From an optimization exercise on the open Yosys and OpenROAD flow, aimed at small area and a short achievable clock period; shortcuts taken in it are not production practice. Where RTL was checked, it was by simulation tests only, not by an equivalence proof against the original. Power and IR drop assume default switching activity.

==> flow/design.v <==
`timescale 1ns/1ns
module fifo(clock,reset,pin,sin,din,pout,dout, TM, SI, S0);
input clock,reset;
input pin, sin;
input [8:0] din;
output pout;
output [8:0] dout;
output S0;
input TM, SI;
reg [4:0]   memw, memr;    
reg         ne;            
reg         full;          
reg         one;           
reg [8:0]   dq;            
reg [287:0] mem;           
assign pout = ne;
assign S0   = memw[4];
assign dout = dq;
wire write = pin & ~full;
wire pop   = ~sin & ne;
wire [4:0] w1 = memw + 5'd1;
wire [4:0] r1 = memr + 5'd1;
wire [4:0] wt = {memw[3:0], memr[4]};       
wire two    = (memw == memr + 5'd2);          
wire thirty = ((memw + 5'd2) == memr);        
wire ton0   = (wt == {memr[3:0], 1'b1});
wire ton1   = (wt == {r1[3:0], 1'b0});
wire tne0   = (wt != {memr[3:0], 1'b0});
wire tne1   = (wt != {memr[3:0], 1'b1});
wire tfu0   = ((wt + 5'd1) == {memr[3:0], 1'b0});
wire tfu1   = ((wt + 5'd1) == {memr[3:0], 1'b1});
wire tby0   = (memw == {memr[3:0], 1'b0});
wire tby1   = (memw == {memr[3:0], 1'b1});
wire [31:0] wdec = 32'd1 << memw;
integer i;
always @(posedge clock)
  for (i = 0; i < 32; i = i + 1)
    if (write & wdec[i]) mem[9*i +: 9] <= din;
wire [4:0] rn = ~memr;
wire       tn = ~TM, sn = ~SI;
wire [7:0] hn, ht;                   
wire [3:0] ln, lt;                   
genvar e, b, k;
generate
  for (e = 0; e < 8; e = e + 1) begin : g_hi
    fifo_and3 un (.a(e & 4 ? memr[4] : rn[4]), .b(e & 2 ? memr[3] : rn[3]),
                  .c(e & 1 ? memr[2] : rn[2]), .x(hn[e]));
    fifo_and3 ut (.a(e & 4 ? memr[3] : rn[3]), .b(e & 2 ? memr[2] : rn[2]),
                  .c(e & 1 ? memr[1] : rn[1]), .x(ht[e]));
  end
  for (e = 0; e < 4; e = e + 1) begin : g_lo
    fifo_and3 un (.a(tn), .b(e & 2 ? memr[1] : rn[1]),
                  .c(e & 1 ? memr[0] : rn[0]), .x(ln[e]));
    fifo_and3 ut (.a(TM), .b(e & 2 ? memr[0] : rn[0]),
                  .c(e & 1 ? SI : sn), .x(lt[e]));
  end
endgenerate
wire [31:0] sel;
generate
  for (e = 0; e < 32; e = e + 1) begin : g_sel
    fifo_ao22 u (.a1(hn[((e + 31) % 32) / 4]), .a2(ln[(e + 31) % 4]),
                 .b1(ht[e / 4]),               .b2(lt[e % 4]),
                 .x(sel[e]));
  end
endgenerate
wire byp = write & (TM ? (SI ? tby1 : tby0) : (pop ? one : ~ne));
wire ld  = byp | TM | pop;        
wire nbyp = ~byp;
wire rdl = nbyp & (TM | pop);     
wire [8:0] dnext;
generate
  for (b = 0; b < 9; b = b + 1) begin : g_rd
    wire [3:0] g;
    wire [1:0] t;
    wire       h;
    for (e = 0; e < 4; e = e + 1) begin : g_grp
      wire [7:0] m;
      for (k = 0; k < 8; k = k + 1) begin : g_m
        assign m[k] = mem[9*(8*e+k)+b];
      end
      fifo_andor8 u (.s(sel[8*e +: 8]), .m(m), .y(g[e]));
    end
    fifo_nor2   u0 (.a(g[0]), .b(g[1]), .y(t[0]));
    fifo_nor2   u1 (.a(g[2]), .b(g[3]), .y(t[1]));
    fifo_o22ai  u2 (.a1(ld), .a2(dq[b]), .b1(nbyp), .b2(din[b]), .y(h));
    fifo_a31oi  u3 (.a1(rdl), .a2(t[0]), .a3(t[1]), .b1(h), .y(dnext[b]));
  end
endgenerate
always @(posedge clock)
  dq <= dnext;
always @(posedge clock or posedge reset) begin
  if (reset) begin
    memw <= 5'd0;
    memr <= 5'd0;
    ne   <= 1'b0;
    full <= 1'b0;
    one  <= 1'b0;
  end else if (TM) begin
    memw <= wt;
    memr <= {memr[3:0], SI};
    ne   <= SI ? tne1 : tne0;
    full <= SI ? tfu1 : tfu0;
    one  <= SI ? ton1 : ton0;
  end else begin
    memw <= write ? w1 : memw;
    memr <= pop ? r1 : memr;
    if (write & ~pop) begin
      ne   <= 1'b1;
      full <= thirty;
      one  <= ~ne;
    end else if (pop & ~write) begin
      ne   <= ~one;
      full <= 1'b0;
      one  <= two;
    end
  end
end
endmodule
module fifo_and3(input a, b, c, output x);
  assign x = a & b & c;
endmodule
module fifo_nor2(input a, b, output y);
  assign y = ~(a | b);
endmodule
module fifo_o22ai(input a1, a2, b1, b2, output y);
  assign y = ~((a1 | a2) & (b1 | b2));
endmodule
module fifo_a31oi(input a1, a2, a3, b1, output y);
  assign y = ~((a1 & a2 & a3) | b1);
endmodule
module fifo_ao22(input a1, a2, b1, b2, output x);
  assign x = (a1 & a2) | (b1 & b2);
endmodule
module fifo_andor8(input [7:0] s, input [7:0] m, output y);
  assign y = |(s & m);
endmodule
Settings: LEC_CHECK=0, CAP_MARGIN=20, CORE_MARGIN=2, CORE_UTILIZATION=65, SETUP_SLACK_MARGIN=1.45, SLEW_MARGIN=20, SYNTH_HIERARCHICAL=1; clock period 3.5 ns.
standard.sh (not shown) runs the stock make flow with config.mk's settings and CLKGATE_MAP_FILE= SYNTH_SCRIPT=/design/flow/synth_recipe.tcl, a recipe that flattens the netlist after the stock synthesis.
==> flow/flow/run.sh <==
#!/bin/bash
# Layout flow: the standard ORFS flow (standard.sh), with two changes:
#  - the port buffers are plain buf_2 cells instead of the delay cells
#    buffer_ports picks by default;
#  - the clock tree uses larger sink clusters and no dummy loads.
# make's full output goes to flow.log in the work folder; ORFS keeps each
# step's own log under orfs/logs/.
set -euo pipefail
export BUFFER_PORTS_ARGS="-buffer_cell sky130_fd_sc_hd__buf_2"
export CTS_ARGS="-sink_clustering_enable -repair_clock_nets -dont_use_dummy_load -sink_clustering_size 30 -sink_clustering_max_diameter 80 -buf_list {sky130_fd_sc_hd__clkbuf_8 sky130_fd_sc_hd__clkbuf_16}"
bash standard.sh > flow.log 2>&1
The first run ran to the end with no violations.
Edit:
--- a/flow/design.v
+++ b/flow/design.v
@@ -21,18 +21,16 @@
 wire [4:0] w1 = memw + 5'd1;
 wire [4:0] r1 = memr + 5'd1;
 wire [4:0] wt = {memw[3:0], memr[4]};       
 wire two    = (memw == memr + 5'd2);          
 wire thirty = ((memw + 5'd2) == memr);        
-wire ton0   = (wt == {memr[3:0], 1'b1});
-wire ton1   = (wt == {r1[3:0], 1'b0});
-wire tne0   = (wt != {memr[3:0], 1'b0});
-wire tne1   = (wt != {memr[3:0], 1'b1});
-wire tfu0   = ((wt + 5'd1) == {memr[3:0], 1'b0});
-wire tfu1   = ((wt + 5'd1) == {memr[3:0], 1'b1});
-wire tby0   = (memw == {memr[3:0], 1'b0});
-wire tby1   = (memw == {memr[3:0], 1'b1});
+wire e0     = (memw[3:0] == memr[3:0]);
+wire e1     = (memw[3:0] == memr[3:0] + 4'd1);
+wire e15    = (memw[3:0] + 4'd1 == memr[3:0]);
+wire tbh    = (memw[4:1] == memr[3:0]);
+wire tby0   = tbh & ~memw[0];                 
+wire tby1   = tbh &  memw[0];                 
 wire [31:0] wdec = 32'd1 << memw;
 integer i;
 always @(posedge clock)
   for (i = 0; i < 32; i = i + 1)
     if (write & wdec[i]) mem[9*i +: 9] <= din;
@@ -96,13 +94,13 @@
     full <= 1'b0;
     one  <= 1'b0;
   end else if (TM) begin
     memw <= wt;
     memr <= {memr[3:0], SI};
-    ne   <= SI ? tne1 : tne0;
-    full <= SI ? tfu1 : tfu0;
-    one  <= SI ? ton1 : ton0;
+    ne   <= ~(e0 & (memr[4] == SI));
+    full <= SI ? (~memr[4] & e0) : (memr[4] & e15);
+    one  <= SI ? (~memr[4] & e1) : (memr[4] & e0);
   end else begin
     memw <= write ? w1 : memw;
     memr <= pop ? r1 : memr;
     if (write & ~pop) begin
       ne   <= 1'b1;
What happened: Combinational power rose by 28%. Die area falls by 0.36%. Cell count goes up by 1.6%. Power increases by 8.3%. Critical path depth does not change. Via count rises by 2.0%. Cell area increases by 1.4%. Synthesized cell count shrinks by 1.2%. Register-to-register slack barely changes.
For the second run of this note, only the layout was checked, not whether the RTL still works.

static timing again, ports no longer ideal:
In the flow no input, the clock included, has a driving cell. The finished layouts below were timed again as built, in two steps.
Step 1 sets driving cells, clkbuf_16 on the clock port and buf_2 on the other inputs (assumed; they add their load-dependent delay and slew).
Step 2 adds t to the input delays and takes it off the output delays; t is the mean of the earliest and latest rising clock arrival at the registers after step 1. Input paths then give back, and output paths get back, about the clock's delay inside the block.
Slacks: ideal ports / drivers / drivers and shift; pairs: ideal ports / drivers.
run | t, ns | setup WS [ns] | latest minus earliest clock arrival (ns) | worst slew at a driven data input, ns | pins driven straight from the clock port
the first run | 0.528 | 1.313 / 1.313 / 0.867 | 0.036 / 0.037 | 0.03 | 1
the second run | 0.534 | 1.321 / 1.321 / 0.850 | 0.038 / 0.039 | 0.03 | 1
After both steps every run listed still meets setup and hold. For the second run, which loses most, drivers alone change the setup slack by 0.000 ns; drivers and shift together by -0.471 ns.
